Background: an optimization exercise with open tools, aiming at small area. Do not read the settings as production practice.
RTL that was checked went through simulation tests only; none was proved equivalent to the original.
Power is estimated from default activity; no workload was simulated.

== v6 ==
## safety_monitor
module safety_monitor (
    input         clk,
    input         rstn,                          
    input         laser_pulse,                   
    input         adc_sdo,                       
    input  [31:0] pulse_width_lower_limit,
    input  [31:0] pulse_width_upper_limit,
    input  [31:0] rate_lower_limit,
    input  [15:0] drive_current_limit,
    input  [2:0]  dynamic_control,               
    output        ta_shutdown,
    output        pulse_lower_limit_fail,
    output        pulse_upper_limit_fail,
    output        rate_lower_limit_fail,
    output        power_peak_current_limit_fail,
    output        adc_sck,
    output        adc_convert,
    output        start_timer,
    output        adc_data_valid,
    output [15:0] adc_data_value,
    output [15:0] peak_power_value
);
clock: 5.0 ns
lec_check: 0
cap_margin: 20
core_margin: 2
core_utilization: 40
place_density: 0.6
slew_margin: 20
standard.sh (not shown) runs the stock make flow with config.mk's settings and CLKGATE_MAP_FILE= SYNTH_SCRIPT=/design/flow/synth_recipe.tcl, a recipe that flattens the netlist after the stock synthesis.
==> flow/flow/run.sh <==
#!/bin/bash
# Layout flow: the standard ORFS flow (standard.sh) with
#  - the standard synthesis, whose combinational logic is then re-mapped by
#    ABC for area (flip-flops untouched, see reopt.ys.in); four ABC scripts
#    (flow/area*.abc) are tried and the smallest netlist that meets timing
#    after layout is kept,
#  - buf_1 port buffers,
#  - a clock tree of clkbuf_4 without dummy loads.
# Each tool's output goes to its own log here; ORFS also keeps per-step logs
# under orfs/logs/.
set -euo pipefail
LIB=$FLOW_HOME/platforms/sky130hd/lib/sky130_fd_sc_hd__tt_025C_1v80.lib
R=orfs/results/sky130hd/safety_monitor/base
ARGS=(
  "SETUP_SLACK_MARGIN=0.15"
  "BUFFER_PORTS_ARGS=-buffer_cell sky130_fd_sc_hd__buf_1"
  "CTS_ARGS=-sink_clustering_enable -repair_clock_nets -dont_use_dummy_load -buf_list sky130_fd_sc_hd__clkbuf_4 -root_buf sky130_fd_sc_hd__clkbuf_4 -sink_clustering_size 40 -sink_clustering_max_diameter 200"
)
bash standard.sh "${ARGS[@]}" synth > synth.log 2>&1
cp $R/1_2_yosys.v 1_2_yosys.standard.v
python3 flow/libcomb.py $LIB comb_models.v > libcomb.log 2>&1
for k in 1 2 3 4; do
  sed -e "s#@LIB@#$LIB#g" -e "s#@IN@#1_2_yosys.standard.v#" -e "s#@OUT@#reopt_$k.v#" \
      -e "s#@TOP@#$FLOW_TOP#" -e "s#@ABC@#flow/area$k.abc#" -e "s#@STAT@#reopt_stat_$k.txt#" \
      flow/reopt.ys.in > reopt_$k.ys
  yosys -s reopt_$k.ys > reopt_$k.log 2>&1 &
done
wait
# candidates, smallest first; if the layout of one misses timing, the next
# one is laid out
cands=$(for k in 1 2 3 4; do echo "$(grep 'Chip area' reopt_stat_$k.txt | awk '{print $NF}') $k"; done | sort -g | awk '{print $2}')
n=0
for k in $cands; do
  n=$((n + 1))
  echo "laying out reopt_$k.v" >> reopt_choice.log
  cp reopt_$k.v $R/1_2_yosys.v
  rm -f $R/1_synth.* $R/2_* $R/3_* $R/4_* $R/5_* $R/6_*
  bash standard.sh "${ARGS[@]}" finish > flow_$n.log 2>&1
  ws=$(python3 -c "import json; print(json.load(open('orfs/logs/sky130hd/safety_monitor/base/6_report.json'))['finish__timing__setup__ws'])")
  echo "reopt_$k.v: setup slack $ws" >> reopt_choice.log
  if python3 -c "import sys; sys.exit(0 if float('$ws') >= 0.15 else 1)"; then break; fi
  if [ $n -ge 3 ]; then break; fi
done
Other scripts of this flow, unchanged in this note and not shown: flow/flow/area1.abc, flow/flow/area2.abc, flow/flow/area3.abc, flow/flow/area4.abc, flow/flow/libcomb.py, flow/flow/reopt.ys.in
Changes in v7 relative to v6:
--- a/flow/design.v
+++ b/flow/design.v
@@ -26,30 +26,30 @@
     if (!rstn) tc <= 3'd0;
     else       tc <= tc + 3'd1;
 end
 reg din_d, lp0, lp1, lp2, lp3, lp4, lp5;
 always @(posedge clk) begin
     lp1   <= lp0;
     lp2   <= lp1;
     lp3   <= lp2;
     lp4   <= lp3;
     lp5   <= lp4;
 end
 localparam [2:0] S_PWRUP = 3'd0,
-                 S_INIT  = 3'd1,
-                 S_IDLE  = 3'd2,
-                 S_CONV  = 3'd3,
-                 S_SCK   = 3'd4,
-                 S_REP   = 3'd5,
-                 S_DONE  = 3'd6;
+                 S_INIT = 3'd3,
+                 S_IDLE = 3'd6,
+                 S_CONV = 3'd4,
+                 S_SCK = 3'd7,
+                 S_REP = 3'd5,
+                 S_DONE = 3'd1;
 reg  [2:0]  state;
 reg  [13:0] p;             
 reg         convert_r;
 reg         valid_r;
 reg  [11:0] sr;            
 reg  [11:0] old;           
 reg  [11:0] final_v;       
 reg  [11:0] peak;
 wire pwrup       = (state == S_PWRUP);
 wire laser_ready = !(pwrup && p[13:10] == 4'd0);
 wire sck_low     = (state == S_SCK) && p[0];
 wire early_startup = pwrup && (p[13:2] == 12'd0);
## What came out
Result: PASS for each of v6 and v7
Diff v6 -> v7: die area comparable, buffers inserted during post-CTS setup optimization now sits higher, die height roughly the same.
Going from v6 to v7, detailed-route wire length grows by 2.5%.
Compared with v6, v7 shows a higher post-route total power.
Between v7 and v6, it is v7 whose post-cts resize count is higher, by 2.
v7 does better than v6 on worst setup slack.
Relative to v6, global routing usage on met3 has increased by 1.9 points in v7.
v7: half-perimeter wire length of the detailed placement result is 99 microns higher than what v6 reported.
On cell count after synthesis, the higher figure sits with v6, not v7.
v7 vs v6 — non-clock buffer count rose 7.
For v7, only the layout was checked, not whether the RTL still works.


Another version of the RTL of safety_monitor (not shown whole).
For scale: about 160 I/O pins, roughly 5600 µm² of cells after synthesis.
## safety_monitor
module safety_monitor (
    input         clk,
    input         rstn,                          
    input         laser_pulse,                   
    input         adc_sdo,                       
    input  [31:0] pulse_width_lower_limit,
    input  [31:0] pulse_width_upper_limit,
    input  [31:0] rate_lower_limit,
    input  [15:0] drive_current_limit,
    input  [2:0]  dynamic_control,               
    output        ta_shutdown,
    output        pulse_lower_limit_fail,
    output        pulse_upper_limit_fail,
    output        rate_lower_limit_fail,
    output        power_peak_current_limit_fail,
    output        adc_sck,
    output        adc_convert,
    output        start_timer,
    output        adc_data_valid,
    output [15:0] adc_data_value,
    output [15:0] peak_power_value
);
export LEC_CHECK = 0
export CAP_MARGIN = 20
export CORE_MARGIN = 2
export CORE_UTILIZATION = 40
export PLACE_DENSITY = 0.6
export SLEW_MARGIN = 20
create_clock -name core_clock -period 5.0 [get_ports {clk}]
==> flow/flow/run.sh <==
#!/bin/bash
# Layout flow: the standard ORFS flow (standard.sh) with
#  - the standard synthesis, whose combinational logic is then re-mapped by
#    ABC for area (flip-flops untouched, see reopt.ys.in),
#  - buf_1 port buffers,
#  - a clock tree of clkbuf_4 without dummy loads.
# Each tool's output goes to its own log here; ORFS also keeps per-step logs
# under orfs/logs/.
set -euo pipefail
LIB=$FLOW_HOME/platforms/sky130hd/lib/sky130_fd_sc_hd__tt_025C_1v80.lib
R=orfs/results/sky130hd/safety_monitor/base
ARGS=(
  "BUFFER_PORTS_ARGS=-buffer_cell sky130_fd_sc_hd__buf_1"
  "CTS_ARGS=-sink_clustering_enable -repair_clock_nets -dont_use_dummy_load -buf_list sky130_fd_sc_hd__clkbuf_4 -root_buf sky130_fd_sc_hd__clkbuf_4 -sink_clustering_size 40 -sink_clustering_max_diameter 200"
)
bash standard.sh "${ARGS[@]}" synth > synth.log 2>&1
cp $R/1_2_yosys.v 1_2_yosys.standard.v
python3 flow/libcomb.py $LIB comb_models.v > libcomb.log 2>&1
sed -e "s#@LIB@#$LIB#g" -e "s#@IN@#1_2_yosys.standard.v#" -e "s#@OUT@#$R/1_2_yosys.v#" \
    -e "s#@TOP@#$FLOW_TOP#" flow/reopt.ys.in > reopt.ys
yosys -s reopt.ys > reopt.log 2>&1
rm -f $R/1_synth.odb $R/1_synth.sdc
bash standard.sh "${ARGS[@]}" finish > flow.log 2>&1
Other scripts of this flow, unchanged in this note and not shown: flow/flow/area.abc, flow/flow/libcomb.py, flow/flow/reopt.ys.in
==> next run, changes <==
--- a/flow/design.v
+++ b/flow/design.v
@@ -19,50 +19,58 @@
     output        adc_data_valid,
     output [15:0] adc_data_value,
     output [15:0] peak_power_value
 );
 reg  [2:0] tc;
 wire       tick = (tc == 3'd3);
 always @(posedge clk or negedge rstn) begin
     if (!rstn) tc <= 3'd0;
     else       tc <= tc + 3'd1;
 end
 reg din_d, lp0, lp1, lp2, lp3, lp4, lp5;
 always @(posedge clk) begin
-    din_d <= laser_pulse;
-    lp0   <= din_d;
     lp1   <= lp0;
     lp2   <= lp1;
     lp3   <= lp2;
     lp4   <= lp3;
     lp5   <= lp4;
 end
 localparam [2:0] S_PWRUP = 3'd0,
                  S_INIT  = 3'd1,
                  S_IDLE  = 3'd2,
                  S_CONV  = 3'd3,
                  S_SCK   = 3'd4,
                  S_REP   = 3'd5,
                  S_DONE  = 3'd6;
 reg  [2:0]  state;
 reg  [13:0] p;             
 reg         convert_r;
 reg         valid_r;
 reg  [11:0] sr;            
 reg  [11:0] old;           
 reg  [11:0] final_v;       
 reg  [11:0] peak;
 wire pwrup       = (state == S_PWRUP);
 wire laser_ready = !(pwrup && p[13:10] == 4'd0);
 wire sck_low     = (state == S_SCK) && p[0];
+wire early_startup = pwrup && (p[13:2] == 12'd0);
+always @(posedge clk or negedge rstn) begin
+    if (!rstn) begin
+        din_d <= 1'b0;
+        lp0   <= 1'b0;
+    end else begin
+        din_d <= laser_pulse & !early_startup;
+        lp0   <= din_d;
+    end
+end
 always @(posedge clk or negedge rstn) begin
     if (!rstn) begin
         state        <= S_PWRUP;
         p            <= 14'd0;
         convert_r    <= 1'b0;
         valid_r      <= 1'b0;
     end else begin
         valid_r <= 1'b0;
         case (state)
             S_PWRUP: begin
                 if (p == 14'd8330 && tc == 3'd1) begin
                     p     <= 14'd0;
@@ -103,54 +111,50 @@
                     p[8:5] <= p[8:5] + 4'd1;
                     state  <= S_CONV;
                 end
             end
             S_DONE: begin
                 if (lp2 && !lp1) state <= S_INIT;
             end
             default: state <= S_PWRUP;
         endcase
     end
 end
 always @(posedge clk) begin
-    if (sck_low && p[4:1] != 4'd15) sr <= {sr[10:0], adc_sdo};
-end
-always @(posedge clk or negedge rstn) begin
-    if (!rstn) begin
-        old     <= 12'd0;
-        final_v <= 12'd0;
-    end else if (state == S_REP) begin
+    if (pwrup || (sck_low && p[4:1] != 4'd15)) sr <= {sr[10:0], adc_sdo & !pwrup};
+end
+always @(posedge clk) begin
+    if (pwrup || state == S_REP) begin
         old     <= sr;
         final_v <= ({1'b0, sr} + {1'b0, old}) >> 1;
     end
 end
 wire [11:0] peak_next = lp0 ? final_v : (dynamic_control[2] ? 12'd0 : peak);
 always @(posedge clk or negedge rstn) begin
     if (!rstn) peak <= 12'd0;
     else       peak <= peak_next;
 end
 assign adc_sck          = sck_low && (p[4:1] <= 4'd13);
 assign adc_convert      = convert_r;
 assign start_timer      = (state == S_IDLE);
 assign adc_data_valid   = valid_r;
 assign adc_data_value   = {4'd0, old & {12{valid_r}}};
 assign peak_power_value = {4'd0, peak};
 reg pchk, pfail, gt_r;
+always @(posedge clk) gt_r <= ({4'd0, peak_next} > drive_current_limit);
 always @(posedge clk or negedge rstn) begin
     if (!rstn) begin
         pchk  <= 1'b0;
         pfail <= 1'b0;
-        gt_r  <= 1'b0;
     end else begin
-        gt_r <= ({4'd0, peak_next} > drive_current_limit);
         if (pfail) begin
             if (dynamic_control[1] | dynamic_control[0]) pfail <= 1'b0;
         end else if (pchk) begin
             if (gt_r) begin
                 pfail <= 1'b1;
                 pchk  <= 1'b0;
             end
         end else if (!lp1 && lp0) pchk <= 1'b1;
     end
 end
 assign power_peak_current_limit_fail = pfail;
 reg        acc, cfa;
After rerunning:
- global-route usage shrinks by 0.74 points
- worst setup slack degrades by 0.086 ns
- routed wire length falls by about 3.5%
- final area shrinks by 0.43%
- total power rose by about 0.9%
- sequential cell count is unchanged
- via count shrinks by about 6%
- non-clock buffer count goes up by 2
- sequential share of layout area rises by 2.1 points

==> re-timing with driven ports <==
How much do the figures lean on ideal ports? The routed layouts below were timed once more, with nothing changed but the port constraints. Step 1 (the two cells are an assumption about what drives the block):
set clk [get_ports {clk}]
set_driving_cell -lib_cell sky130_fd_sc_hd__clkbuf_16 $clk
set_driving_cell -lib_cell sky130_fd_sc_hd__buf_2 [delete_from_list [all_inputs] $clk]
Step 2 adds t to the input delays and takes it off the output delays; t is the mean of the earliest and latest rising clock arrival at the registers after step 1. Input paths then give back, and output paths get back, about the clock's delay inside the block. a / b / c = ideal / step 1 / step 2; a / b = the first two.
run	t (ns)	setup slack, ns	pins driven straight from the clock port
v6	0.524	0.165 / 0.176 / -0.347	1
v7	0.539	0.267 / 0.267 / 0.055	1
the first run of note 2	0.551	0.290 / 0.305 / -0.246	1
the second run of note 2	0.534	0.205 / 0.201 / -0.333	1
With both steps, setup timing fails in v6, the first run of note 2 and the second run of note 2, where it was met with ideal ports. For the second run of note 2, which loses most, drivers alone change the setup slack by -0.004 ns; drivers and shift together by -0.538 ns.
